What follows belongs to an exercise in optimizing a design on an open flow for small area; a production flow would make more cautious choices. The RTL was checked by simulation tests, not by an equivalence proof against the original design. In every run shown here, the design's own scripts or RTL, not TritonCTS, make the clock network. The clock input has no modelled driver; a real chip could not lean on it and would need a root buffer or a full tree.

<file path="flow/run.sh">
#!/bin/bash
# Own layout flow: the standard flow (standard.sh) with
#  - synthesis: no half/full-adder extraction; ABC maps the logic with each
#    area script flow/a*.abc and the smallest result is kept
#    (flow/synth_area.tcl wraps synth_recipe.tcl)
#  - port buffers of the smallest buffer cell (buf_1)
#  - clock tree: CLKBUF_COUNT buffers on the clock port, each driving a group
#    of nearby flip-flops (flow/cts_pre.tcl), instead of an H-tree
# Each tool's output is in orfs/logs/; make's own output goes to flow_make.log.
set -euo pipefail
WORK=$(pwd)
export AREA_ABC_SCRIPTS="$(ls $WORK/flow/a*.abc | tr '\n' ' ')"
export FLOW_SYNTH_TCL=$WORK/synth_recipe.tcl
export ADDER_MAP_FILE=
export BUFFER_PORTS_ARGS="-buffer_cell sky130_fd_sc_hd__buf_1"
export PRE_CTS_TCL=$WORK/flow/cts_pre.tcl
export CLKBUF_CELL=sky130_fd_sc_hd__clkbuf_16
export CLKBUF_COUNT=2
sed "s|SYNTH_SCRIPT=[^ ]*|SYNTH_SCRIPT=$WORK/flow/synth_area.tcl|" standard.sh > own_standard.sh
grep -q "SYNTH_SCRIPT=$WORK/flow/synth_area.tcl" own_standard.sh
bash own_standard.sh finish > flow_make.log 2>&1
</file>
<file path="flow/a1_deep_map.abc">
strash
&get -n
&deepsyn -T 20
&put
strash
dch -f
map -a
topo
</file>
<file path="flow/a2_deep_amap.abc">
strash
&get -n
&deepsyn -T 20
&put
strash
dch -f
amap
topo
</file>
<file path="flow/a3_deep_amapm.abc">
strash
&get -n
&deepsyn -T 20
&put
strash
dch -f
amap -m
topo
</file>
<file path="flow/a4_deep_dc2_amap.abc">
strash
&get -n
&deepsyn -T 20
&put
strash
dc2
dch -f
amap
topo
</file>
<file path="flow/cts_pre.tcl">
# PRE_CTS_TCL hook: the clock port drives CLKBUF_COUNT clock buffers
# (CLKBUF_CELL) directly; each drives the flip-flop clock pins of one group
# of nearby flip-flops (k-means on the placed positions). The H-tree that
# clock_tree_synthesis would build is skipped.
set block [ord::get_db_block]
set master [[ord::get_db] findMaster $::env(CLKBUF_CELL)]
set k $::env(CLKBUF_COUNT)
set clknet [[$block findBTerm clk] getNet]
set sinks {}
foreach it [$clknet getITerms] {
  set box [[$it getInst] getBBox]
  lappend sinks [list $it [expr {([$box xMin] + [$box xMax]) / 2.0}] [expr {([$box yMin] + [$box yMax]) / 2.0}]]
}
set n [llength $sinks]
# initial centres: sinks spread along x
set sorted [lsort -real -index 1 $sinks]
set cx {}; set cy {}
for {set j 0} {$j < $k} {incr j} {
  set s [lindex $sorted [expr {int(($j + 0.5) * $n / $k)}]]
  lappend cx [lindex $s 1]; lappend cy [lindex $s 2]
}
# balanced k-means: each group takes at most ceil(n/k) sinks
set cap [expr {($n + $k - 1) / $k}]
for {set iter 0} {$iter < 30} {incr iter} {
  set pairs {}
  foreach s $sinks {
    for {set j 0} {$j < $k} {incr j} {
      set d [expr {abs([lindex $s 1] - [lindex $cx $j]) + abs([lindex $s 2] - [lindex $cy $j])}]
      lappend pairs [list $d [lindex $s 0] $j [lindex $s 1] [lindex $s 2]]
    }
  }
  set pairs [lsort -real -index 0 $pairs]
  array unset grp; array unset cnt
  for {set j 0} {$j < $k} {incr j} { set cnt($j) 0; set sxs($j) 0.0; set sys($j) 0.0 }
  foreach p $pairs {
    lassign $p d it j x y
    if {[info exists grp($it)] || $cnt($j) >= $cap} continue
    set grp($it) $j; incr cnt($j)
    set sxs($j) [expr {$sxs($j) + $x}]; set sys($j) [expr {$sys($j) + $y}]
  }
  set cx {}; set cy {}
  for {set j 0} {$j < $k} {incr j} {
    lappend cx [expr {$sxs($j) / max(1, $cnt($j))}]; lappend cy [expr {$sys($j) / max(1, $cnt($j))}]
  }
}
for {set j 0} {$j < $k} {incr j} {
  set inst($j) [odb::dbInst_create $block $master clkbuf_root_$j]
  set net($j) [odb::dbNet_create $block clk_root_$j]
  $net($j) setSigType CLOCK
  [$inst($j) findITerm A] connect $clknet
  [$inst($j) findITerm X] connect $net($j)
  $inst($j) setLocation [expr {int([lindex $cx $j])}] [expr {int([lindex $cy $j])}]
  $inst($j) setPlacementStatus PLACED
}
foreach s $sinks {
  set it [lindex $s 0]
  $it disconnect
  $it connect $net($grp($it))
}
puts "PRE_CTS_TCL: $k clock buffers ($::env(CLKBUF_CELL)) drive $n clock sinks"
proc clock_tree_synthesis {args} { puts "clock_tree_synthesis skipped: clock buffers inserted by PRE_CTS_TCL" }
</file>
<file path="flow/synth_area.tcl">
# The standard synthesis (synth_recipe.tcl), with ABC's technology mapping
# run on area-oriented scripts (AREA_ABC_SCRIPTS) and without a delay target:
# every script is tried on the same logic and the smallest result is kept.
proc abc {args} {
  set i [lsearch -exact $args -script]
  set j [lsearch -exact $args -D]
  if { $j >= 0 } { set args [lreplace $args $j [expr {$j + 1}]] }
  set lib [lindex $args [expr {[lsearch -exact $args -liberty] + 1}]]
  design -save before_area_abc
  set best ""
  set best_area 1e18
  foreach s $::env(AREA_ABC_SCRIPTS) {
    design -load before_area_abc
    set a $args
    lset a [expr {$i + 1}] $s
    yosys abc {*}$a
    set rpt $::env(OBJECTS_DIR)/area_abc_stat.txt
    tee -q -o $rpt stat -liberty $lib
    set f [open $rpt r]; set txt [read $f]; close $f
    regexp {Chip area for module[^:]*:\s*([0-9.]+)} $txt -> area
    puts "AREA_ABC: $s -> $area"
    if { $area < $best_area } { set best_area $area; set best $s }
  }
  design -load before_area_abc
  set a $args
  lset a [expr {$i + 1}] $best
  puts "AREA_ABC: using $best ($best_area)"
  yosys abc {*}$a
}
source $::env(FLOW_SYNTH_TCL)
</file>
<file path="standard.sh">
#!/bin/bash
# synth_recipe.tcl (not shown) runs the flow's synth.tcl, then flattens the netlist and writes it again
# the make line also repeats each setting of config.mk as NAME=value (left out here)
make -C /OpenROAD-flow-scripts/flow DESIGN_CONFIG=/design/flow/config.mk WORK_HOME=/design/flow/orfs CLKGATE_MAP_FILE= SYNTH_SCRIPT=/design/flow/synth_recipe.tcl "${@:-finish}"
</file>
<file path="config.mk">
export PLATFORM = sky130hd
export DESIGN_NAME = uart_bt_8digit
export DESIGN_NICKNAME = uart_bt_8digit
export VERILOG_FILES = /design/flow/design.v
export SDC_FILE = /design/flow/constraint.sdc
export NUM_CORES = 4
export LEC_CHECK = 0
export CAP_MARGIN = 20
export CORE_MARGIN = 2
export CORE_UTILIZATION = 60
export SLEW_MARGIN = 20
</file>
<file path="constraint.sdc">
create_clock -name core_clock -period 10.0 [get_ports {clk}]
set_input_delay 2.0000 -clock core_clock [delete_from_list [all_inputs] [get_ports {clk}]]
set_output_delay 2.0000 -clock core_clock [all_outputs]
set_load 0.01 [all_outputs]
</file>
<file path="design.v">
module uart_bt_8digit(
    input  wire       clk,
    input  wire       rst_n,
    input  wire       rx,
    output wire       tx,
    output wire [7:0] seg_dec,
    output wire [3:0] an_dec,
    output wire [7:0] seg_hex,
    output wire [3:0] an_hex,
    output wire [7:0] leds
);
    localparam [9:0] K_T  = 10'b0001011100;
    localparam [9:0] K_P  = 10'b1000101101;
    localparam [9:0] K_Q  = 10'b1001011100;
    localparam [9:0] POL  = 10'b0101010101;
    localparam [3:0] R_IDLE = 4'b0000, R_RCVD = 4'b0001, R_START = 4'b0010,
                     R_STOP = 4'b0011, R_D0 = 4'b1000, R_D7 = 4'b1111;
    reg [3:0] rph;
    reg [9:0] rtz;
    wire [9:0] rtk = rtz ^ POL;
    reg [7:0] rsh;
    reg [7:0] rdat;      
    wire rT    = (rtk == K_T);
    wire ridle = !rph[3] && !rph[1];
    wire rrcvd = (rph == R_RCVD);
    always @(posedge clk or negedge rst_n) begin
        if (!rst_n) rph <= R_IDLE;
        else if (ridle) rph <= rx ? R_IDLE : R_START;
        else if (rT) begin
            case (rph)
                R_START: rph <= R_D0;
                R_STOP:  rph <= R_RCVD;
                R_D7:    rph <= R_STOP;
                default: rph <= rph + 4'd1;
            endcase
        end
    end
    always @(posedge clk) begin
        if (ridle) rtz <= K_P ^ POL;
        else rtz <= {rtk[8:0], rtk[9] ^ rtk[6] ^ rT} ^ POL;
    end
    always @(posedge clk)
        if (rph[3] && rT) rsh <= {rx, rsh[7:1]};
    always @(posedge clk or negedge rst_n) begin
        if (!rst_n) rdat <= 8'd0;
        else if (rrcvd) rdat <= rsh;
    end
    assign leds = rrcvd ? rsh : rdat;
    localparam [3:0] T_IDLE = 4'b0000, T_PRE = 4'b0001, T_SB = 4'b0010,
                     T_STP = 4'b0011, T_B0 = 4'b1000, T_B7 = 4'b1111;
    reg [3:0] tph;
    reg [9:0] ttz;
    wire [9:0] ttk = ttz ^ POL;
    wire tT    = (ttk == K_T);
    wire tidle = (tph == T_IDLE);
    always @(posedge clk or negedge rst_n) begin
        if (!rst_n) tph <= T_IDLE;
        else if (tidle) begin
            if (rrcvd) tph <= T_PRE;
        end else if (tph == T_PRE) tph <= T_SB;
        else if (tT) begin
            case (tph)
                T_SB:    tph <= T_B0;
                T_B7:    tph <= T_STP;
                T_STP:   tph <= T_IDLE;
                default: tph <= tph + 4'd1;
            endcase
        end
    end
    always @(posedge clk) begin
        if (tidle) ttz <= K_Q ^ POL;
        else ttz <= {ttk[8:0], ttk[9] ^ ttk[6] ^ tT} ^ POL;
    end
    assign tx = tph[3] ? rdat[tph[2:0]] : (tph != T_SB);
    localparam [16:0] K_R  = 17'b10011000011010011;    
    localparam [16:0] K_DT = 17'b01001100001101001;    
    reg [16:0] dcnt;
    reg [1:0]  sel;
    wire dT = (dcnt == K_DT);
    always @(posedge clk or negedge rst_n) begin
        if (!rst_n) begin
            dcnt <= K_R;
            sel  <= 2'd0;
        end else begin
            dcnt <= {dcnt[15:0], dcnt[16] ^ dcnt[13] ^ dT};
            if (dT) sel <= sel + 2'd1;
        end
    end
    wire [3:0] an = ~(4'b0001 << sel);
    assign an_dec = an;
    assign an_hex = an;
    function [3:0] add3;
        input [3:0] x;
        case (x)
            4'd5: add3 = 4'd8;
            4'd6: add3 = 4'd9;
            4'd7: add3 = 4'd10;
            4'd8: add3 = 4'd11;
            4'd9: add3 = 4'd12;
            default: add3 = x;
        endcase
    endfunction
    wire [3:0] c1 = add3({1'b0, rdat[7:5]});
    wire [3:0] c2 = add3({c1[2:0], rdat[4]});
    wire [3:0] c3 = add3({c2[2:0], rdat[3]});
    wire [3:0] c4 = add3({c3[2:0], rdat[2]});
    wire [3:0] c5 = add3({1'b0, c1[3], c2[3], c3[3]});
    wire [3:0] c6 = add3({c4[2:0], rdat[1]});
    wire [3:0] c7 = add3({c5[2:0], c4[3]});
    wire [9:0] bcd = {c5[3], c7, c6, rdat[0]};
    wire [3:0] hnib = sel[1] ? 4'd0 : (sel[0] ? leds[7:4] : leds[3:0]);
    wire [3:0] dnib = sel[1] ? (sel[0] ? 4'd0 : {2'b00, bcd[9:8]})
                             : (sel[0] ? bcd[7:4] : bcd[3:0]);
    function [7:0] seg7;
        input [3:0] d;
        case (d)
            4'h0: seg7 = 8'b1100_0000;
            4'h1: seg7 = 8'b1111_1001;
            4'h2: seg7 = 8'b1010_0100;
            4'h3: seg7 = 8'b1011_0000;
            4'h4: seg7 = 8'b1001_1001;
            4'h5: seg7 = 8'b1001_0010;
            4'h6: seg7 = 8'b1000_0010;
            4'h7: seg7 = 8'b1111_1000;
            4'h8: seg7 = 8'b1000_0000;
            4'h9: seg7 = 8'b1001_0000;
            4'hA: seg7 = 8'b1000_1000;
            4'hB: seg7 = 8'b1000_0011;
            4'hC: seg7 = 8'b1100_0110;
            4'hD: seg7 = 8'b1010_0001;
            4'hE: seg7 = 8'b1000_0110;
            default: seg7 = 8'b1000_1110;
        endcase
    endfunction
    assign seg_hex = seg7(hnib);
    assign seg_dec = seg7(dnib);
endmodule
</file>
==> summary.txt, run 1 <==
Initial Util=62.7%; DRT iter0 DRCs=212; Max Cap Viol=0; ANT cells=0; TNS Setup=0 ps; final setup fails=0; final wirelength=5.23 mm; top_reg_cell synth=dfrtp_1; Post-synth EDFFs=8; fin crit share=59.1%; Port-buffer cells=33; Cell Count, Final, Fillers Out=385; DRC=0; Crit Path Class=flop to output pin; wire per inst=13.6 um; R2R setup slack=7050 ps; area added between synthesis and finish=7.24%; post-CTS sizing=0; Unique masters post-synth=46; Post-CTS Setup Inserts=0; post-DP HPWL=3.94 mm; die area=5140 sq um; drt first pass iters=5; YS warnings=1; Max Freq=0.169 GHz; number of global-route vias before repair=1996; ys async rst share=55.6%; Vias/cell=5.86; Die W=71.7 um; CTS Hold Buffers Added=0; row cnt=24; post-synthesis sequential area ratio=55.5%; Synth area leader=dfrtp_1; Post-Place Worst Slack=4360 ps; Overflow after GRT=0; worst-margin pin slew=843 ps; Inst Count DP=383; initial antenna violation count=0; WP data required=8000 ps; Post-Syn Area=2750 sq um; Top Ports=36; ANT nets after route=0; Worst setup EP type=output pin; first-pass GRT wire length=9.00 mm; cells after synthesis=303; RD Place Congestion=0.998; Fin. Hold Viols=0; worst skew pair latency=170 ps; RSZ-0062 raised after global routing=no; critical path peak fanout=5; multi-input gate area in the final layout=1050 sq um; core box area=4380 sq um; GRT Total Usage=21.1%; Post-synth top cells=57 x nor2_1, 36 x clkinv_1, 32 x nand2_1, 27 x dfrtp_1, 20 x dfxtp_1; area occupied by registers=1530 sq um; worst setup margin=4090 ps; layout cell share with drive strength beyond 1=3.30%; status=complete, no violations; Hold Path Class=flop to flop; most frequent cell after synthesis=nor2_1; Synth top area share=24.6%; largest net degree at the start of global routing=36; Final Util=67.2%; Setup Skew=6.91 ps; count of state elements after synthesis=63; synth top area cells=dfrtp_1 25%, dfxtp_1 15%, edfxtp_1 8.7%; Worst slew margin=43.8%; die height=71.7 um; Final #Nets=338; Layout fillers=355; clk slew on worst S/H paths=110 ps; Mean Syn Cell Area=9.07 sq um; Data arrival, critical path=3910 ps; Final Max Slew Viols=0; Final min period=5910 ps; CP startpoint kind=flop; routed via count=2255
-- final timing paths --
path	to	from	cells after the start
max	seg_dec[3]	rdat[6]	19
min	dcnt[7]	dcnt[6]	0
max reg2reg	rph[0]	rtz[1]	7
min reg2reg	dcnt[7]	dcnt[6]	0
max in group asynchronous	dcnt[10]	rst_n	1
min in group asynchronous	rph[0]	rst_n	1
-- through the flow --
stage / hold WS, ps / cell area, sq um
after global routing: 382 / 2950
final: 374 / 2950
after floorplan: 345 / 2750
after global placement: 354 / 2900
after detailed placement: 359 / 2900
after CTS: 356 / 2950
-- critical path, cell delays in order, from the launching register on --
cell and delay (ps):
dfrtp_1 400, clkinv_1 160, nor2_1 160, clkinv_1 120
a21oi_1 290, clkinv_1 140, nor2_1 140, a211o_1 130
nand2_1 90, o21ai_0 350, a21oi_1 110, a21oi_1 120
o21ai_0 160, a222oi_1 570, nor2_1 130, nor2_1 190
clkinv_1 100, nor2_1 120, or2_0 110, buf_1 140
-- registers in the layout (all words and copies together) (netlist names) --
name,count
rtz,10
rsh,8
ttz,10
tph,4
rdat,8
rph,4
sel,2
dcnt,17
-- layer usage --
| layer | global-route usage, % | vias to the layer above | wire length [um] |
|---|---|---|---|
| met5 | 0 | - | 0 |
| met4 | 3.56 | 0 | 85 |
| met3 | 0.563 | 9 | 261 |
| met2 | 33.6 | 75 | 2350 |
| met1 | 33.1 | 1051 | 2540 |
| li1 | - | 1120 | - |
-- cells by family (layout without fill, tap and decap cells) --
kind of cell,Yosys count,count (layout),synth area share [%]
flip-flops,63,63,55.5
XOR/XNOR,1,1,0.319
AND/OR/NAND/NOR,127,127,21.0
AO/OA/AOI/OAI,69,69,16.4
other,1,2,0.136
buffers and inverters,42,71,6.55
-- cells in the final DEF (no fill, tap or decap), drive strengths merged, types with 4 or more instances in the layout --
cell type  instances
dfrtp             27
a21oi             12
dfstp              8
o21ai             17
nor2              57
clkinv            36
o22ai             14
nor3              10
buf               32
or3                4
dfxtp             20
nand2             32
edfxtp             8
or4                5
-- area by class of cell --
| class | count | area share [%] |
|---|---|---|
| buffer | 2 | 1.70 |
| multi-input combinational | 199 | 35.5 |
| sequential | 63 | 51.8 |
| inverter | 36 | 4.58 |
| tap | 52 | 2.21 |
| timing repair buffer | 33 | 4.24 |
==> run 2, diff against run 1 <==
--- a/design.v
+++ b/design.v
@@ -13,25 +13,25 @@
     localparam [9:0] K_P  = 10'b1000101101;
     localparam [9:0] K_Q  = 10'b1001011100;
     localparam [9:0] POL  = 10'b0101010101;
-    localparam [3:0] R_IDLE = 4'b0000, R_RCVD = 4'b0001, R_START = 4'b0010,
-                     R_STOP = 4'b0011, R_D0 = 4'b1000, R_D7 = 4'b1111;
-    reg [3:0] rph;
+    localparam [2:0] R_IDLE = 3'd0, R_RCVD = 3'd1, R_START = 3'd2,
+                     R_STOP = 3'd3, R_DATA = 3'd4;
+    reg [2:0] rph;
     reg [9:0] rtz;
     wire [9:0] rtk = rtz ^ POL;
-    reg [7:0] rsh;
+    reg [7:0] rsh;       
     reg [7:0] rdat;      
     wire rT    = (rtk == K_T);
-    wire ridle = !rph[3] && !rph[1];
+    wire ridle = !rph[2] && !rph[1];
     wire rrcvd = (rph == R_RCVD);
     always @(posedge clk or negedge rst_n) begin
         if (!rst_n) rph <= R_IDLE;
         else if (ridle) rph <= rx ? R_IDLE : R_START;
         else if (rT) begin
             case (rph)
-                R_START: rph <= R_D0;
+                R_START: rph <= R_DATA;
+                R_DATA:  if (rsh[0]) rph <= R_STOP;
                 R_STOP:  rph <= R_RCVD;
-                R_D7:    rph <= R_STOP;
-                default: rph <= rph + 4'd1;
+                default: rph <= R_IDLE;
             endcase
         end
     end
@@ -40,7 +40,10 @@
         else rtz <= {rtk[8:0], rtk[9] ^ rtk[6] ^ rT} ^ POL;
     end
     always @(posedge clk)
-        if (rph[3] && rT) rsh <= {rx, rsh[7:1]};
+        if (rT) begin
+            if (rph == R_START) rsh <= 8'b1000_0000;
+            else if (rph == R_DATA) rsh <= {rx, rsh[7:1]};
+        end
     always @(posedge clk or negedge rst_n) begin
         if (!rst_n) rdat <= 8'd0;
         else if (rrcvd) rdat <= rsh;
==> summary.txt, run 2 <==
Max Cap Viol=0 (unchanged); worst r2r dst=rdat[7] (was rph[0]); Cell Count, Final, Fillers Out=383 (was 385); Mean Syn Cell Area=9.07 sq um (about the same); Final Max Slew Viols=0 (unchanged); hold-critical path depth=0 (unchanged); RD Place Congestion=0.875 (was 0.998); hold path start=dcnt[12] (was dcnt[6]); Port-buffer cells=33 (unchanged); GRT Total Usage=20.8% (was 21.1%); Synth top area share=23.8% (was 24.6%); layout cell share with drive strength beyond 1=3.32% (was 3.30%); Post-Synth XOR/XNOR Area=0.321% (was 0.319%); Data arrival, critical path=4960 ps (was 3910 ps); DRT iter0 DRCs=71 (was 212); Hold Path Class=flop to flop (unchanged); biggest regs=dcnt x17, rtz x10, ttz x10 (unchanged); max reg flops=17 (unchanged); worst-margin pin slew=1000 ps (was 843 ps); Final #Nets=336 (was 338); first-pass GRT wire length=8.82 mm (was 9.00 mm); Worst setup EP type=output pin (unchanged); top_reg_cell synth=dfrtp_1 (unchanged); Layout fillers=358 (was 355); post-CTS sizing=0 (unchanged); Final min period=6960 ps (was 5910 ps); drt first pass iters=4 (was 5); routed via count=2151 (was 2255); die area=5110 sq um (was 5140 sq um); Post-synth EDFFs=8 (unchanged); Crit Path Class=flop to output pin (unchanged); Top reg by flops=dcnt (unchanged); WP data required=8000 ps (about the same); Die W=71.5 um (was 71.7 um); YS warnings=1 (unchanged); Post-Place Worst Slack=3300 ps (was 4360 ps); count of state elements after synthesis=62 (was 63); Initial Util=62.3% (was 62.7%); cells after synthesis=301 (was 303); R2R setup slack=7230 ps (was 7050 ps); final setup fails=0 (unchanged); Vias/cell=5.62 (was 5.86); Worst slew margin=32.8% (was 43.8%); Unique masters post-synth=41 (was 46); core box area=4380 sq um (unchanged); Setup Skew=5.20 ps (was 6.91 ps); RR Startpoint=rph[2] (was rtz[1]); fin crit share=69.6% (was 59.1%); worst skew pair latency=170 ps (about the same); DRC=0 (unchanged); TNS Setup=0 ps (unchanged); post-DP HPWL=3.92 mm (was 3.94 mm); worst setup margin=3040 ps (was 4090 ps); largest net degree at the start of global routing=35 (was 36); critical path peak fanout=6 (was 5); wire per inst=13.2 um (was 13.6 um); number of global-route vias before repair=1973 (was 1996); die height=71.5 um (was 71.7 um); status=complete, no violations (unchanged); Overflow after GRT=0 (unchanged); simple-gate portion of the synthesized area=19.4% (was 21.0%); RSZ-0062 raised after global routing=no (unchanged); Top Ports=36 (unchanged); Synth Area in Compound Gates=18.3% (was 16.4%); final wirelength=5.06 mm (was 5.23 mm); ANT nets after route=0 (unchanged); Fin. Hold Viols=0 (unchanged); Synth area leader=dfrtp_1 (unchanged); Max Freq=0.144 GHz (was 0.169 GHz); row cnt=24 (unchanged); ys async rst share=54.8% (was 55.6%); mux contribution to synthesized area=0% (unchanged); ANT cells=0 (unchanged); reg2reg path depth=6 (was 7); commonest non-fill, non-tap cell in the layout=nor2_1 (unchanged); post-synthesis sequential area ratio=55.0% (was 55.5%); synth top area cells=dfrtp_1 24%, dfxtp_1 15%, edfxtp_1 8.8% (was dfrtp_1 25%, dfxtp_1 15%, edfxtp_1 8.7%); adder-cell share of the synthesized area=0% (unchanged); Inst Count DP=381 (was 383); clk slew on worst S/H paths=100 ps (was 110 ps); Post-CTS Setup Inserts=0 (unchanged); area added between synthesis and finish=7.28% (was 7.24%); Final Hold Slack=373 ps (was 374 ps); Post-synth top cells=54 x nor2_1, 38 x clkinv_1, 26 x dfrtp_1, 26 x nand2_1 (was 57 x nor2_1, 36 x clkinv_1, 32 x nand2_1, 27 x dfrtp_1, 20 x dfxtp_1); CP startpoint kind=flop (unchanged); initial antenna violation count=0 (unchanged); Post-Syn Area=2730 sq um (was 2750 sq um); most frequent cells in the layout=54 x nor2_1, 38 x clkinv_1, 32 x buf_1 (was 57 x nor2_1, 36 x clkinv_1, 32 x nand2_1, 32 x buf_1, 27 x dfrtp_1); Hold EP=dcnt[13] (was dcnt[7]); CTS Hold Buffers Added=0 (unchanged); most frequent cell after synthesis=nor2_1 (unchanged); main combinational cell family by area after synthesis=simple AND/OR/NAND/NOR gates (unchanged)
run 2: final cells by class:
type	count	area, sq um	area share [%]
timing repair buffer	33	125	4.27
buffer	2	50.0	1.71
tap	52	65.1	2.22
multi-input combinational	196	1050	35.7
inverter	38	143	4.87
sequential	62	1500	51.2
run 2: logic make-up after synthesis:
family	Yosys count
flip-flops	62
AO/OA/AOI/OAI	77
buffers and inverters	44
XOR/XNOR	1
other	1
AND/OR/NAND/NOR	116
run 2: per-layer routing:
metal	share of wire, %	up-vias	global-route usage, %
met1	50	1011	31.7
met4	1.6	0	2.52
met2	46	27	34.8
met5	0	-	0
li1	-	1106	-
met3	2.3	7	0.563
run 2: how the worst max path moves through the flow:
stage	start	to	slack [ps]	cells past startpoint
2_1_floorplan	rdat[7]	seg_dec[6]	3840	22
3_3_place_gp	rdat[7]	seg_dec[3]	3610	26
3_5_place_dp	rdat[7]	seg_dec[3]	3300	26
4_1_cts	rdat[7]	seg_dec[3]	3290	26
5_1_grt	rdat[7]	seg_dec[3]	2280	26
6_report	rdat[7]	seg_dec[3]	3040	26
run 2: worst max-delay path: stages (launching register included):
cell and delay, ps:
dfrtp_1 420, clkinv_1 100, nor2_1 180, clkinv_1 130
o211ai_1 130, o21ai_0 180, o21ai_0 240, a21oi_1 100
nor2_1 170, clkinv_1 100, o21ai_0 210, nor2_1 60
o21ai_0 500, clkinv_1 230, a22oi_1 240, nand2_1 120
clkinv_1 60, o21a_1 140, nor2_1 60, o22a_1 210
o32ai_1 250, clkinv_1 240, nor2_1 230, o21bai_1 110
nor2_1 150, a21o_1 100, buf_1 140
run 2: per-stage QoR:
stage	util (%)	cell area (sq um)
global placement	65.7	2880
finish	66.8	2930
global route	66.8	2930
floorplan	-	2740
CTS	66.8	2930
detailed placement	65.7	2880
==> run 3, diff against run 2 <==
--- a/design.v
+++ b/design.v
@@ -11,7 +11,6 @@
 );
     localparam [9:0] K_T  = 10'b0001011100;
     localparam [9:0] K_P  = 10'b1000101101;
-    localparam [9:0] K_Q  = 10'b1001011100;
     localparam [9:0] POL  = 10'b0101010101;
     localparam [2:0] R_IDLE = 3'd0, R_RCVD = 3'd1, R_START = 3'd2,
                      R_STOP = 3'd3, R_DATA = 3'd4;
@@ -49,29 +48,22 @@
         else if (rrcvd) rdat <= rsh;
     end
     assign leds = rrcvd ? rsh : rdat;
-    localparam [3:0] T_IDLE = 4'b0000, T_PRE = 4'b0001, T_SB = 4'b0010,
-                     T_STP = 4'b0011, T_B0 = 4'b1000, T_B7 = 4'b1111;
+    localparam [3:0] T_IDLE = 4'b0101, T_PRE = 4'b0110, T_SB = 4'b0111,
+                     T_STP = 4'b0000, T_B0 = 4'b1000, T_B7 = 4'b1111;
     reg [3:0] tph;
     reg [9:0] ttz;
     wire [9:0] ttk = ttz ^ POL;
     wire tT    = (ttk == K_T);
     wire tidle = (tph == T_IDLE);
+    wire tadv = tidle ? rrcvd : tT;
     always @(posedge clk or negedge rst_n) begin
         if (!rst_n) tph <= T_IDLE;
-        else if (tidle) begin
-            if (rrcvd) tph <= T_PRE;
-        end else if (tph == T_PRE) tph <= T_SB;
-        else if (tT) begin
-            case (tph)
-                T_SB:    tph <= T_B0;
-                T_B7:    tph <= T_STP;
-                T_STP:   tph <= T_IDLE;
-                default: tph <= tph + 4'd1;
-            endcase
+        else if (tadv) begin
+            tph <= (tph == T_STP) ? T_IDLE : tph + 4'd1;
         end
     end
     always @(posedge clk) begin
-        if (tidle) ttz <= K_Q ^ POL;
+        if (tidle) ttz <= K_T ^ POL;
         else ttz <= {ttk[8:0], ttk[9] ^ ttk[6] ^ tT} ^ POL;
     end
     assign tx = tph[3] ? rdat[tph[2:0]] : (tph != T_SB);
==> flow/a5_deep2_amap.abc (new file) <==
strash
&get -n
&deepsyn -T 10
&put
strash
dch -f
amap
strash
&get -n
&deepsyn -T 10
&put
strash
dch -f
amap
topo
==> summary.txt, run 3 <==
status=complete, no violations (unchanged); simple-gate portion of the synthesized area=21.4% (was 19.4%); synth top area cells=dfrtp_1 22%, dfxtp_1 15%, dfstp_2 9.8% (was dfrtp_1 24%, dfxtp_1 15%, edfxtp_1 8.8%); Vias/cell=5.56 (was 5.62); Fin. Hold Viols=0 (unchanged); Post-synth top cells=66 x nor2_1, 40 x clkinv_1, 24 x dfrtp_1, 20 x dfxtp_1, 20 x o21ai_0 (was 54 x nor2_1, 38 x clkinv_1, 26 x dfrtp_1, 26 x nand2_1); commonest non-fill, non-tap cell in the layout=nor2_1 (unchanged); top_reg_cell synth=dfrtp_1 (unchanged); DRT iter0 DRCs=118 (was 71); Synth top area share=22.3% (was 23.8%); final wirelength=5.15 mm (was 5.06 mm); Overflow after GRT=0 (unchanged); Post-Synth XOR/XNOR Area=0.325% (was 0.321%); routed via count=2129 (was 2151); die height=71.0 um (was 71.5 um); CP startpoint kind=flop (unchanged); first-pass GRT wire length=8.59 mm (was 8.82 mm); Hold EP=dcnt[1] (was dcnt[13]); Die W=71.0 um (was 71.5 um); Hold Path Class=flop to flop (unchanged); layout cell share with drive strength beyond 1=4.23% (was 3.32%); Final Max Slew Viols=0 (unchanged); ANT nets after route=0 (unchanged); reg2reg path depth=5 (was 6); DRC=0 (unchanged); RSZ-0062 raised after global routing=no (unchanged); cell family with most CP delay=compound AO/OA/AOI/OAI gates (unchanged); Worst slew margin=45.6% (was 32.8%); Final Hold Slack=359 ps (was 373 ps); CP peak stage delay=470 ps (was 500 ps); die area=5040 sq um (was 5110 sq um); number of global-route vias before repair=1868 (was 1973); main combinational cell family by area after synthesis=simple AND/OR/NAND/NOR gates (unchanged); post-DP HPWL=3.89 mm (was 3.92 mm); drt first pass iters=4 (unchanged); GRT met1 Usage=29.0% (was 31.7%); worst path cell trace=o21ai_0 -> nand2_1 -> nand2_1 -> nor3_1 -> a311oi_1 -> clkinv_1 -> or3_1 -> nand2_1 -> o21ai_0 -> a32oi_1 -> o21ai_0 -> nand2_1 -> o21ai_0 -> or2_0 -> o22ai_1 -> buf_1; Max Cap Viol=0 (unchanged); GRT Total Usage=20.4% (was 20.8%); Synth area leader=dfrtp_1 (unchanged); adder-cell share of the synthesized area=0% (unchanged); Post-CTS Setup Inserts=0 (unchanged); Post-synth EDFFs=8 (unchanged); Top Ports=36 (unchanged); mux contribution to synthesized area=0% (unchanged); Synth Area in Compound Gates=15.1% (was 18.3%); ANT cells=0 (unchanged); worst skew pair latency=170 ps (about the same); Port-buffer cells=33 (unchanged); worst r2r dst=rsh[1] (was rdat[7]); CTS Hold Buffers Added=0 (unchanged); TNS Setup=0 ps (unchanged); hold path start=dcnt[0] (was dcnt[12]); post-CTS sizing=0 (unchanged); Mean Syn Cell Area=8.95 sq um (was 9.07 sq um); Slowest-stage cell, CP=dfrtp_1 (was o21ai_0); Crit Path Class=flop to output pin (unchanged); Worst Path Buf+Inv=2 (was 7); largest net degree at the start of global routing=35 (unchanged); final setup fails=0 (unchanged); initial antenna violation count=0 (unchanged); Setup Skew=15.3 ps (was 5.20 ps); critical path peak fanout=8 (was 6); Post-Syn Area=2690 sq um (was 2730 sq um); max reg flops=17 (unchanged); Unique masters post-synth=38 (was 41); row cnt=24 (unchanged); most crowded layer after global routing=met2 (unchanged); Final min period=5610 ps (was 6960 ps); clk slew on worst S/H paths=110 ps (was 100 ps); Final #Nets=336 (unchanged); Data arrival, critical path=3610 ps (was 4960 ps); Max Freq=0.178 GHz (was 0.144 GHz); Worst setup EP type=output pin (unchanged); most frequent cell after synthesis=nor2_1 (unchanged); wire per inst=13.5 um (was 13.2 um); cells after synthesis=301 (unchanged); area added between synthesis and finish=7.57% (was 7.28%); count of state elements after synthesis=62 (unchanged); RR Startpoint=rtz[1] (was rph[2]); most frequent cells in the layout=66 x nor2_1, 40 x clkinv_1, 32 x buf_1 (was 54 x nor2_1, 38 x clkinv_1, 32 x buf_1); met3 usage=0.855% (was 0.563%); R2R setup slack=7670 ps (was 7230 ps); hold-critical path depth=0 (unchanged); WP data required=8000 ps (about the same); fin crit share=56.1% (was 69.6%); RD Place Congestion=0.957 (was 0.875); YS warnings=1 (unchanged); ys async rst share=54.8% (unchanged); Initial Util=61.9% (was 62.3%); core box area=4350 sq um (was 4380 sq um); biggest regs=dcnt x17, rtz x10, ttz x10 (unchanged); Top reg by flops=dcnt (unchanged); met2 Usage GRT=36.4% (was 34.8%); post-synthesis sequential area ratio=55.8% (was 55.0%); worst-margin pin slew=816 ps (was 1000 ps)
## run 3: worst max-delay path by stage
stage          slack [ps]  depth (start not counted)  startpoint    endpoint
6_report             4390                         16     rdat[7]  seg_dec[6]
5_1_grt              3960                         16     rdat[7]  seg_dec[6]
4_1_cts              4660                         16     rdat[7]  seg_dec[6]
3_5_place_dp         4660                         16     rdat[7]  seg_dec[6]
3_3_place_gp         4820                         12     rdat[7]  seg_dec[6]
2_1_floorplan        5120                         16     rdat[7]  seg_dec[6]
## run 3: routing by layer
| metal | share of wire, % | routed length [um] |
|---|---|---|
| met5 | 0 | 0 |
| met4 | 1.5 | 76 |
| met3 | 4.1 | 212 |
| met2 | 48 | 2470 |
| met1 | 47 | 2400 |
## run 3: layout make-up
cell class,instances,area [sq um]
repair buffers,33,125
fillers,366,1460
inverters,40,150
well taps,52,65.1
multi-input cells,194,1000
flip-flops and latches,62,1500
plain buffers,2,50.0
## run 3: stage by stage
stage	utilization, %	instance area [sq um]	worst slack [ps]	std cells
finish	66.6	2900	4390	383
global placement	65.3	2840	4820	381
global route	66.6	2900	3960	383
detailed placement	65.3	2840	4660	381
floorplan	-	2700	5120	302
CTS	66.4	2890	4660	383
## run 3: cells by family after synthesis
logic type	after synthesis
AOI/OAI and AO/OA	65
other	1
xor gates and xnor gates	1
and+or+nand+nor	126
buffers and inverters	46
DFF	62
==> run 4, diff against run 3 <==
--- a/design.v
+++ b/design.v
@@ -12,15 +12,15 @@
     localparam [9:0] K_T  = 10'b0001011100;
     localparam [9:0] K_P  = 10'b1000101101;
     localparam [9:0] POL  = 10'b0101010101;
-    localparam [2:0] R_IDLE = 3'd0, R_RCVD = 3'd1, R_START = 3'd2,
-                     R_STOP = 3'd3, R_DATA = 3'd4;
+    localparam [2:0] R_IDLE = 3'd0, R_RCVD = 3'd2, R_START = 3'd3,
+                     R_STOP = 3'd4, R_DATA = 3'd5;
     reg [2:0] rph;
     reg [9:0] rtz;
     wire [9:0] rtk = rtz ^ POL;
-    reg [7:0] rsh;       
+    reg [7:0] rsh;
     reg [7:0] rdat;      
     wire rT    = (rtk == K_T);
-    wire ridle = !rph[2] && !rph[1];
+    wire ridle = (rph == R_IDLE) || (rph == R_RCVD);
     wire rrcvd = (rph == R_RCVD);
     always @(posedge clk or negedge rst_n) begin
         if (!rst_n) rph <= R_IDLE;
@@ -39,10 +39,8 @@
         else rtz <= {rtk[8:0], rtk[9] ^ rtk[6] ^ rT} ^ POL;
     end
     always @(posedge clk)
-        if (rT) begin
-            if (rph == R_START) rsh <= 8'b1000_0000;
-            else if (rph == R_DATA) rsh <= {rx, rsh[7:1]};
-        end
+        if (ridle) rsh <= 8'b1000_0000;
+        else if (rT && rph == R_DATA) rsh <= {rx, rsh[7:1]};
     always @(posedge clk or negedge rst_n) begin
         if (!rst_n) rdat <= 8'd0;
         else if (rrcvd) rdat <= rsh;
==> summary.txt, run 4 <==
RSZ-0062 raised after global routing=no (unchanged); top_reg_cell synth=dfxtp_1 (was dfrtp_1); Post-Syn Area=2640 sq um (was 2690 sq um); number of global-route vias before repair=1975 (was 1868); Top reg by flops=dcnt (unchanged); first-pass GRT wire length=8.60 mm (was 8.59 mm); Post-CTS Setup Inserts=0 (unchanged); Worst slew margin=29.3% (was 45.6%); GRT Total Usage=20.4% (about the same); most frequent cells in the layout=55 x nor2_1, 45 x clkinv_1, 32 x buf_1 (was 66 x nor2_1, 40 x clkinv_1, 32 x buf_1); DRT iter0 DRCs=80 (was 118); Post-Place Worst Slack=4280 ps (was 4660 ps); Crit Path Class=flop to output pin (unchanged); Overflow after GRT=0 (unchanged); Mean Syn Cell Area=8.68 sq um (was 8.95 sq um); ANT nets after route=0 (unchanged); final setup fails=0 (unchanged); Hold Path Class=flop to flop (unchanged); die area=4950 sq um (was 5040 sq um); reg2reg path depth=9 (was 5); drt first pass iters=4 (unchanged); count of state elements after synthesis=62 (unchanged); Unique masters post-synth=40 (was 38); biggest regs=dcnt x17, rtz x10, ttz x10 (unchanged); core box area=4290 sq um (was 4350 sq um); Final #Nets=339 (was 336); Initial Util=61.5% (was 61.9%); post-CTS sizing=0 (unchanged); Max Freq=0.168 GHz (was 0.178 GHz); fin crit share=59.6% (was 56.1%); Final min period=5960 ps (was 5610 ps); max reg flops=17 (unchanged); cells after synthesis=304 (was 301); YS warnings=1 (unchanged); post-DP HPWL=3.89 mm (about the same); wire per inst=12.9 um (was 13.5 um); worst skew pair latency=170 ps (about the same); Top Ports=36 (unchanged); Post-synth top cells=55 x nor2_1, 45 x clkinv_1, 28 x dfxtp_1, 25 x o22ai_1, 24 x dfrtp_1 (was 66 x nor2_1, 40 x clkinv_1, 24 x dfrtp_1, 20 x dfxtp_1, 20 x o21ai_0); largest net degree at the start of global routing=35 (unchanged); R2R setup slack=7260 ps (was 7670 ps); most frequent cell after synthesis=nor2_1 (unchanged); die height=70.3 um (was 71.0 um); Post-synth EDFFs=0 (was 8); DRC=0 (unchanged); RR Startpoint=rph[0] (was rtz[1]); clk slew on worst S/H paths=100 ps (was 110 ps); Synth area leader=dfrtp_1 (unchanged); Die W=70.3 um (was 71.0 um); final wirelength=4.97 mm (was 5.15 mm); Port-buffer cells=33 (unchanged); Synth top area share=22.7% (was 22.3%); ys async rst share=54.8% (unchanged); ANT cells=0 (unchanged); WP data required=8000 ps (about the same); area added between synthesis and finish=7.54% (was 7.57%); Setup Skew=11.7 ps (was 15.3 ps); row cnt=24 (unchanged); Worst setup EP type=output pin (unchanged); worst-margin pin slew=1050 ps (was 816 ps); CP startpoint kind=flop (unchanged); Fin. Hold Viols=0 (unchanged); RD Place Congestion=0.993 (was 0.957); worst setup path end=seg_hex[2] (was seg_dec[6]); worst r2r dst=tph[3] (was rsh[1]); routed via count=2178 (was 2129); Vias/cell=5.64 (was 5.56); CTS Hold Buffers Added=0 (unchanged); status=complete, no violations (unchanged); critical path peak fanout=10 (was 8); initial antenna violation count=0 (unchanged); layout cell share with drive strength beyond 1=3.89% (was 4.23%); Data arrival, critical path=3960 ps (was 3610 ps); Layout fillers=363 (was 366); Final Max Slew Viols=0 (unchanged); Worst Setup SP=rph[0] (was rdat[7]); post-synthesis sequential area ratio=53.9% (was 55.8%); Max Cap Viol=0 (unchanged); TNS Setup=0 ps (unchanged); commonest non-fill, non-tap cell in the layout=nor2_1 (unchanged); worst setup margin=4040 ps (was 4390 ps); synth top area cells=dfrtp_1 23%, dfxtp_1 21%, dfstp_2 10% (was dfrtp_1 22%, dfxtp_1 15%, dfstp_2 9.8%)
==> run 4: cell count changes in the layout (fill, tap and decap cells not counted), sizes merged, moves of 5 or more <==
cell    previous run  this run
nor3              14         7
clkinv            40        45
o22ai             18        25
edfxtp             8         0
a21oi              8        16
dfxtp             20        28
nor2              66        55
==> run 4: layer usage <==
metal | vias to the layer above | GRT usage (%) | share of wire (%)
met4 | 0 | 3.21 | 1.1
li1 | 1114 | - | -
met2 | 44 | 35.2 | 48
met3 | 6 | 0.866 | 3.2
met5 | - | 0 | 0
met1 | 1014 | 29.2 | 47
==> run 4: how the worst min path moves through the flow <==
| stage | from | end | slack (ps) | depth (start not counted) |
|---|---|---|---|---|
| 2_1_floorplan | dcnt[14] | dcnt[15] | 350 | 0 |
| 3_3_place_gp | dcnt[14] | dcnt[15] | 350 | 0 |
| 3_5_place_dp | dcnt[6] | dcnt[7] | 360 | 0 |
| 4_1_cts | dcnt[14] | dcnt[15] | 350 | 0 |
| 5_1_grt | dcnt[12] | dcnt[13] | 380 | 0 |
| 6_report | dcnt[6] | dcnt[7] | 370 | 0 |
==> run 4: cells by family after synthesis <==
kind of cell    after synthesis  share of synthesized area, %
compound gates               83                          19.5
xor+xnor                      1                         0.332
buf+inv                      51                          8.10
flops                        62                          53.9
other cells                   1                         0.142
simple gates                106                          18.0
==> run 4: area by class of cell <==
class / instances / area [sq um] / area share (%)
sequential: 62 / 1420 / 50.2
inverter: 45 / 169 / 5.95
multi-input combinational: 192 / 1010 / 35.4
tap: 52 / 65.1 / 2.29
timing repair buffer: 33 / 125 / 4.41
buffer: 2 / 50.0 / 1.76
==> run 4: worst max-delay path, cell delays in order, from the launching register on <==
cell and delay (ps):
dfrtp_1 440, nor2_1 280, clkinv_1 300, nor2_1 580
clkinv_1 390, o22ai_1 390, a32oi_1 210, nand2_1 160
o21ai_0 110, nor3_1 210, a21oi_1 130, o21ai_0 140
clkinv_1 130, o22ai_1 160, buf_1 170
==> run 4: stage by stage <==
stage	instance area [sq um]	hold WS, ps	std cells	utilization (%)
finish	2840	372	386	66.1
global route	2840	378	386	66.1
CTS	2840	352	386	66.1
detailed placement	2790	357	384	64.9
global placement	2790	348	384	64.9
floorplan	2640	345	305	-
==> run 5, diff against run 4 <==
==> flow/a6_deep_s5_amap.abc (new file) <==
strash
&get -n
&deepsyn -T 20 -S 5
&put
strash
dch -f
amap
topo
==> flow/a7_deep40_amapm.abc (new file) <==
strash
&get -n
&deepsyn -T 40
&put
strash
dch -f
amap -m
topo
==> flow/a8_deep2_amapm.abc (new file) <==
strash
&get -n
&deepsyn -T 10
&put
strash
dch -f
amap -m
strash
&get -n
&deepsyn -T 10
&put
strash
dch -f
amap -m
topo
==> summary.txt, run 5 <==
status=complete, no violations (unchanged); worst path cell trace=nor2_1 -> clkinv_1 -> nor2_1 -> clkinv_1 -> o22ai_1 -> a32oi_1 -> nand2_1 -> o21ai_0 -> nor3_1 -> a21oi_1 -> o21ai_0 -> clkinv_1 -> o22ai_1 -> buf_1 (unchanged); TNS Setup=0 ps (unchanged); DRC=0 (unchanged); post-CTS sizing=0 (unchanged); CTS Hold Buffers Added=0 (unchanged); routed via count=2159 (was 2178); most frequent cell after synthesis=nor2_1 (unchanged); most crowded layer after global routing=met2 (unchanged); largest net degree at the start of global routing=35 (unchanged); RSZ-0062 raised after global routing=no (unchanged); Synth top area share=22.7% (unchanged); Mean Syn Cell Area=8.68 sq um (unchanged); final setup fails=0 (unchanged); die height=70.3 um (unchanged); Hold Path Class=flop to flop (unchanged); most frequent CP cell=clkinv_1 (unchanged); Post-synth top cells=55 x nor2_1, 45 x clkinv_1, 28 x dfxtp_1, 25 x o22ai_1, 24 x dfrtp_1 (unchanged); top_reg_cell synth=dfxtp_1 (unchanged); GRT met1 Usage=31.6% (was 29.2%); Crit Path Class=flop to output pin (unchanged); Post-Syn Area=2640 sq um (unchanged); post-synthesis sequential area ratio=53.9% (unchanged); Top reg by flops=dcnt (unchanged); commonest non-fill, non-tap cell in the layout=nor2_1 (unchanged); layout cell share with drive strength beyond 1=3.89% (unchanged); RD Place Congestion=0.988 (was 0.993); biggest regs=dcnt x17, rtz x10, ttz x10 (unchanged); hold-critical path depth=0 (unchanged); worst r2r dst=tph[3] (unchanged); worst skew pair latency=170 ps (about the same); ANT nets after route=0 (unchanged); Worst Path Buf+Inv=4 (unchanged); GRT Total Usage=21.7% (was 20.4%); Setup Skew=3.22 ps (was 11.7 ps); cells after synthesis=304 (unchanged); worst-margin pin slew=1060 ps (was 1050 ps); Unique masters post-synth=40 (unchanged); Worst setup EP type=output pin (unchanged); initial antenna violation count=0 (unchanged); DRT iter0 DRCs=91 (was 80); hold path start=dcnt[6] (unchanged); Vias/cell=5.59 (was 5.64); Final Max Slew Viols=0 (unchanged); critical path peak fanout=10 (unchanged); fin crit share=60.1% (was 59.6%); clk slew on worst S/H paths=110 ps (was 100 ps); cell family with most CP delay=simple AND/OR/NAND/NOR gates (unchanged); row cnt=24 (unchanged); most frequent cells in the layout=55 x nor2_1, 45 x clkinv_1, 32 x buf_1 (unchanged); Fin. Hold Viols=0 (unchanged); number of global-route vias before repair=2062 (was 1975); ys async rst share=54.8% (unchanged); YS warnings=1 (unchanged); met2 Usage GRT=36.5% (was 35.2%); Top Ports=36 (unchanged); Post-synth EDFFs=0 (unchanged); ANT cells=0 (unchanged); R2R setup slack=7270 ps (was 7260 ps); first-pass GRT wire length=9.09 mm (was 8.60 mm); core box area=4290 sq um (unchanged); Die W=70.3 um (unchanged); final wirelength=5.11 mm (was 4.97 mm); CP peak stage delay=590 ps (was 580 ps); count of state elements after synthesis=62 (unchanged); Post-CTS Setup Inserts=0 (unchanged); Final min period=6010 ps (was 5960 ps); area added between synthesis and finish=7.54% (unchanged); Max Freq=0.166 GHz (was 0.168 GHz); Overflow after GRT=0 (unchanged); drt first pass iters=4 (unchanged); Final #Nets=339 (unchanged); Hold EP=dcnt[7] (unchanged); Initial Util=61.5% (unchanged); Data arrival, critical path=4010 ps (was 3960 ps); WP data required=8000 ps (about the same); CP startpoint kind=flop (unchanged); max reg flops=17 (unchanged); wire per inst=13.2 um (was 12.9 um); Port-buffer cells=33 (unchanged); Max Cap Viol=0 (unchanged); reg2reg path depth=9 (unchanged); synth top area cells=dfrtp_1 23%, dfxtp_1 21%, dfstp_2 10% (unchanged); Slowest-stage cell, CP=nor2_1 (unchanged); post-DP HPWL=3.93 mm (was 3.89 mm); Worst slew margin=28.5% (was 29.3%); die area=4950 sq um (unchanged); RR Startpoint=rph[0] (unchanged); Synth area leader=dfrtp_1 (unchanged); Layout fillers=374 (was 363); met3 usage=0.866% (unchanged)
-- run 5: worst max path at each step --
| stage | from | end | slack, ps | depth (start not counted) |
|---|---|---|---|---|
| floorplan | rdat[7] | seg_dec[3] | 4750 | 16 |
| detailed placement | rph[0] | seg_hex[2] | 4220 | 14 |
| CTS | rph[0] | seg_hex[2] | 4210 | 14 |
| global placement | rph[0] | seg_hex[2] | 4200 | 14 |
| finish | rph[0] | seg_hex[2] | 3990 | 14 |
| global route | rph[0] | seg_hex[2] | 3480 | 14 |
-- run 5: final cells by class --
| class | instances | area (sq um) | share of cell area (%) |
|---|---|---|---|
| inverter | 45 | 169 | 5.95 |
| buffer | 2 | 50.0 | 1.76 |
| multi-input combinational | 192 | 1010 | 35.4 |
| tap | 52 | 65.1 | 2.29 |
| sequential | 62 | 1420 | 50.2 |
| timing repair buffer | 33 | 125 | 4.41 |
-- run 5: worst register-to-register path, stage by stage, from the launching register on --
cell	delay, ps
dfrtp_1	440
nor2_1	270
clkinv_1	290
nor2_1	590
a22oi_1	250
nor2_1	250
clkinv_1	120
nor3_1	290
nor2_1	70
a21oi_1	110
-- run 5: routing by layer --
layer / vias up / wire [um]
met2: 38 / 2400
met3: 9 / 134
met5: - / 0
met1: 994 / 2490
li1: 1118 / -
met4: 0 / 81
-- run 5: logic make-up after synthesis --
kind of cell | count (synthesis) | share of synthesized area (%)
AO/OA/AOI/OAI | 83 | 19.5
other | 1 | 0.142
buffers and inverters | 51 | 8.10
flip-flops | 62 | 53.9
XOR/XNOR | 1 | 0.332
AND/OR/NAND/NOR | 106 | 18.0
-- run 5: stage by stage --
stage	setup slack (ps)	cell area (sq um)	std cells	hold slack, ps	utilization (%)
finish	3990	2840	386	374	66.1
global route	3480	2840	386	380	66.1
CTS	4210	2840	386	351	66.1
detailed placement	4220	2790	384	351	64.9
global placement	4200	2790	384	348	64.9
floorplan	4750	2640	305	345	-
==> run 6, diff against run 5 <==
--- a/design.v
+++ b/design.v
@@ -76,10 +76,11 @@
             sel  <= 2'd0;
         end else begin
             dcnt <= {dcnt[15:0], dcnt[16] ^ dcnt[13] ^ dT};
-            if (dT) sel <= sel + 2'd1;
+            if (dT) sel <= {sel[0], ~sel[1]};    
         end
     end
-    wire [3:0] an = ~(4'b0001 << sel);
+    wire [1:0] dig = {sel[1], sel[1] ^ sel[0]};    
+    wire [3:0] an = ~(4'b0001 << dig);
     assign an_dec = an;
     assign an_hex = an;
     function [3:0] add3;
@@ -101,9 +102,9 @@
     wire [3:0] c6 = add3({c4[2:0], rdat[1]});
     wire [3:0] c7 = add3({c5[2:0], c4[3]});
     wire [9:0] bcd = {c5[3], c7, c6, rdat[0]};
-    wire [3:0] hnib = sel[1] ? 4'd0 : (sel[0] ? leds[7:4] : leds[3:0]);
-    wire [3:0] dnib = sel[1] ? (sel[0] ? 4'd0 : {2'b00, bcd[9:8]})
-                             : (sel[0] ? bcd[7:4] : bcd[3:0]);
+    wire [3:0] hnib = dig[1] ? 4'd0 : (dig[0] ? leds[7:4] : leds[3:0]);
+    wire [3:0] dnib = dig[1] ? (dig[0] ? 4'd0 : {2'b00, bcd[9:8]})
+                             : (dig[0] ? bcd[7:4] : bcd[3:0]);
     function [7:0] seg7;
         input [3:0] d;
         case (d)
==> summary.txt, run 6 <==
Worst setup EP type=output pin (unchanged); most frequent CP cell=nor2_1 (was clkinv_1); routed via count=2190 (was 2159); worst path cell trace=clkinv_1 -> nor2_1 -> o21a_1 -> nor2_1 -> nor2_1 -> a21oi_1 -> nor2_1 -> o22ai_1 -> clkinv_1 -> o22ai_1 -> a21oi_1 -> nor2_1 -> clkinv_1 -> a22oi_1 -> o31a_1 -> o21a_1 -> a21oi_1 -> a21oi_1 -> o21ai_0 -> nor2b_1 -> nor4_1 -> a21o_1 -> buf_1 (was nor2_1 -> clkinv_1 -> nor2_1 -> clkinv_1 -> o22ai_1 -> a32oi_1 -> nand2_1 -> o21ai_0 -> nor3_1 -> a21oi_1 -> o21ai_0 -> clkinv_1 -> o22ai_1 -> buf_1); Post-CTS Setup Inserts=0 (unchanged); Worst slew margin=39.9% (was 28.5%); Max Cap Viol=0 (unchanged); core box area=4320 sq um (was 4290 sq um); commonest non-fill, non-tap cell in the layout=nor2_1 (unchanged); count of state elements after synthesis=62 (unchanged); status=complete, no violations (unchanged); ANT nets after route=0 (unchanged); Overflow after GRT=0 (unchanged); RSZ-0062 raised after global routing=no (unchanged); Slowest-stage cell, CP=dfrtp_1 (was nor2_1); synth top area cells=dfrtp_1 22%, dfxtp_1 21%, dfstp_2 9.8% (was dfrtp_1 23%, dfxtp_1 21%, dfstp_2 10%); area added between synthesis and finish=7.44% (was 7.54%); Hold Path Class=flop to flop (unchanged); DRT iter0 DRCs=101 (was 91); Unique masters post-synth=39 (was 40); CP peak stage delay=430 ps (was 590 ps); Post-synth top cells=57 x nor2_1, 41 x clkinv_1, 28 x dfxtp_1, 24 x dfrtp_1, 23 x nand2_1 (was 55 x nor2_1, 45 x clkinv_1, 28 x dfxtp_1, 25 x o22ai_1, 24 x dfrtp_1); worst-margin pin slew=894 ps (was 1060 ps); cells after synthesis=299 (was 304); number of global-route vias before repair=2014 (was 2062); Synth area leader=dfrtp_1 (unchanged); WP data required=8000 ps (about the same); final setup fails=0 (unchanged); row cnt=24 (unchanged); Vias/cell=5.75 (was 5.59); DRC=0 (unchanged); Top reg by flops=dcnt (unchanged); Initial Util=61.9% (was 61.5%); Final min period=6600 ps (was 6010 ps); Data arrival, critical path=4600 ps (was 4010 ps); Port-buffer cells=33 (unchanged); drt first pass iters=5 (was 4); Setup Skew=15.9 ps (was 3.22 ps); ANT cells=0 (unchanged); Die W=70.8 um (was 70.3 um); most frequent cells in the layout=57 x nor2_1, 41 x clkinv_1, 32 x buf_1 (was 55 x nor2_1, 45 x clkinv_1, 32 x buf_1); Final Max Slew Viols=0 (unchanged); ys async rst share=54.8% (unchanged); most frequent cell after synthesis=nor2_1 (unchanged); max reg flops=17 (unchanged); CP startpoint kind=flop (unchanged); post-synthesis sequential area ratio=53.2% (was 53.9%); Top Ports=36 (unchanged); final wirelength=5.13 mm (was 5.11 mm); Worst Path Buf+Inv=4 (unchanged); Post-Syn Area=2680 sq um (was 2640 sq um); critical path peak fanout=6 (was 10); Fin. Hold Viols=0 (unchanged); cell family with most CP delay=compound AO/OA/AOI/OAI gates (was simple AND/OR/NAND/NOR gates); initial antenna violation count=0 (unchanged); Post-synth EDFFs=0 (unchanged); TNS Setup=0 ps (unchanged); first-pass GRT wire length=8.91 mm (was 9.09 mm); layout cell share with drive strength beyond 1=3.95% (was 3.89%); biggest regs=dcnt x17, rtz x10, ttz x10 (unchanged); Final #Nets=334 (was 339); GRT Total Usage=21.0% (was 21.7%); Synth top area share=22.5% (was 22.7%); RD Place Congestion=0.876 (was 0.988); Max Freq=0.151 GHz (was 0.166 GHz); largest net degree at the start of global routing=35 (unchanged); Crit Path Class=flop to output pin (unchanged); die height=70.8 um (was 70.3 um); fin crit share=66.0% (was 60.1%); post-DP HPWL=3.86 mm (was 3.93 mm); die area=5010 sq um (was 4950 sq um); Final Util=66.5% (was 66.1%); CTS Hold Buffers Added=0 (unchanged); clk slew on worst S/H paths=110 ps (about the same); YS warnings=1 (unchanged); post-CTS sizing=0 (unchanged); top_reg_cell synth=dfxtp_1 (unchanged); wire per inst=13.5 um (was 13.2 um); R2R setup slack=7190 ps (was 7270 ps); worst skew pair latency=170 ps (about the same); Mean Syn Cell Area=8.95 sq um (was 8.68 sq um)
run 6: final cells by class:
class                   instances  area, sq um
flip-flops and latches         62         1420
well taps                      52         65.1
plain buffers                   2         50.0
inverters                      41          154
fillers                       363         1450
repair buffers                 33          125
multi-input cells             191         1060
run 6: layer usage:
metal / vias to the layer above / GRT usage [%] / part of all wire, %
met1: 1037 / 30.8 / 48
met3: 4 / 1.28 / 3.7
met5: - / 0 / 0
met4: 0 / 2.52 / 0.92
met2: 43 / 35.8 / 47
li1: 1106 / - / -
run 6: cells by family after synthesis:
kind of cell / after synthesis / synth area share [%]
buffers and inverters: 47 / 7.44
AOI/OAI and AO/OA: 81 / 20.9
xor gates and xnor gates: 1 / 0.327
other: 1 / 0.140
DFF: 62 / 53.2
and+or+nand+nor: 107 / 18.0
run 6: stage by stage:
step / setup WS [ps] / instance area (sq um) / hold WS (ps) / instances
after global routing: 2830 / 2870 / 382 / 381
after CTS: 3680 / 2870 / 359 / 381
final: 3400 / 2870 / 367 / 381
after floorplan: 4100 / 2680 / 346 / 300
after global placement: 3840 / 2820 / 350 / 379
after detailed placement: 3700 / 2820 / 354 / 379
run 6: worst paths after layout:
kind,to,start,depth (start not counted)
min in group asynchronous,tph[3],rst_n,1
hold / removal,dcnt[11],dcnt[10],0
max in group asynchronous,dcnt[10],rst_n,1
setup / recovery,seg_dec[3],rdat[5],23
setup reg to reg,rdat[4],rph[0],6
hold reg to reg,dcnt[11],dcnt[10],0

==> static timing again, ports no longer ideal <==
The results above use ideal ports. As a check the final layouts listed here were re-extracted and re-timed, cells and wires unchanged.
Step 1, drivers: a clkbuf_16 drives clk and a buf_2 each remaining input, both assumed.
Step 2 times the ports against the registers' clock, not the clock port: input delays grow and output delays shrink by t, the midpoint of the rising clock arrivals with the driver on.
a / b / c = ideal / step 1 / step 2; a / b = the first two.
| run | t (ns) | setup WS [ns] | hold WS [ns] | latest minus earliest clock arrival (ns) |
|---|---|---|---|---|
| run 1 | 0.211 | 4.092 / 4.047 / 4.258 | 0.374 / 0.374 / 0.374 | 0.007 / 0.007 |
| run 2 | 0.206 | 3.045 / 3.002 / 3.209 | 0.373 / 0.373 / 0.373 | 0.006 / 0.005 |
| run 3 | 0.211 | 4.393 / 4.348 / 4.559 | 0.359 / 0.359 / 0.359 | 0.016 / 0.016 |
| run 4 | 0.204 | 4.040 / 3.997 / 4.201 | 0.372 / 0.372 / 0.372 | 0.012 / 0.012 |
| run 5 | 0.212 | 3.988 / 3.942 / 4.154 | 0.374 / 0.374 / 0.374 | 0.004 / 0.004 |
| run 6 | 0.212 | 3.397 / 3.350 / 3.563 | 0.367 / 0.367 / 0.367 | 0.017 / 0.017 |
After both steps setup and hold are still met in every run listed.
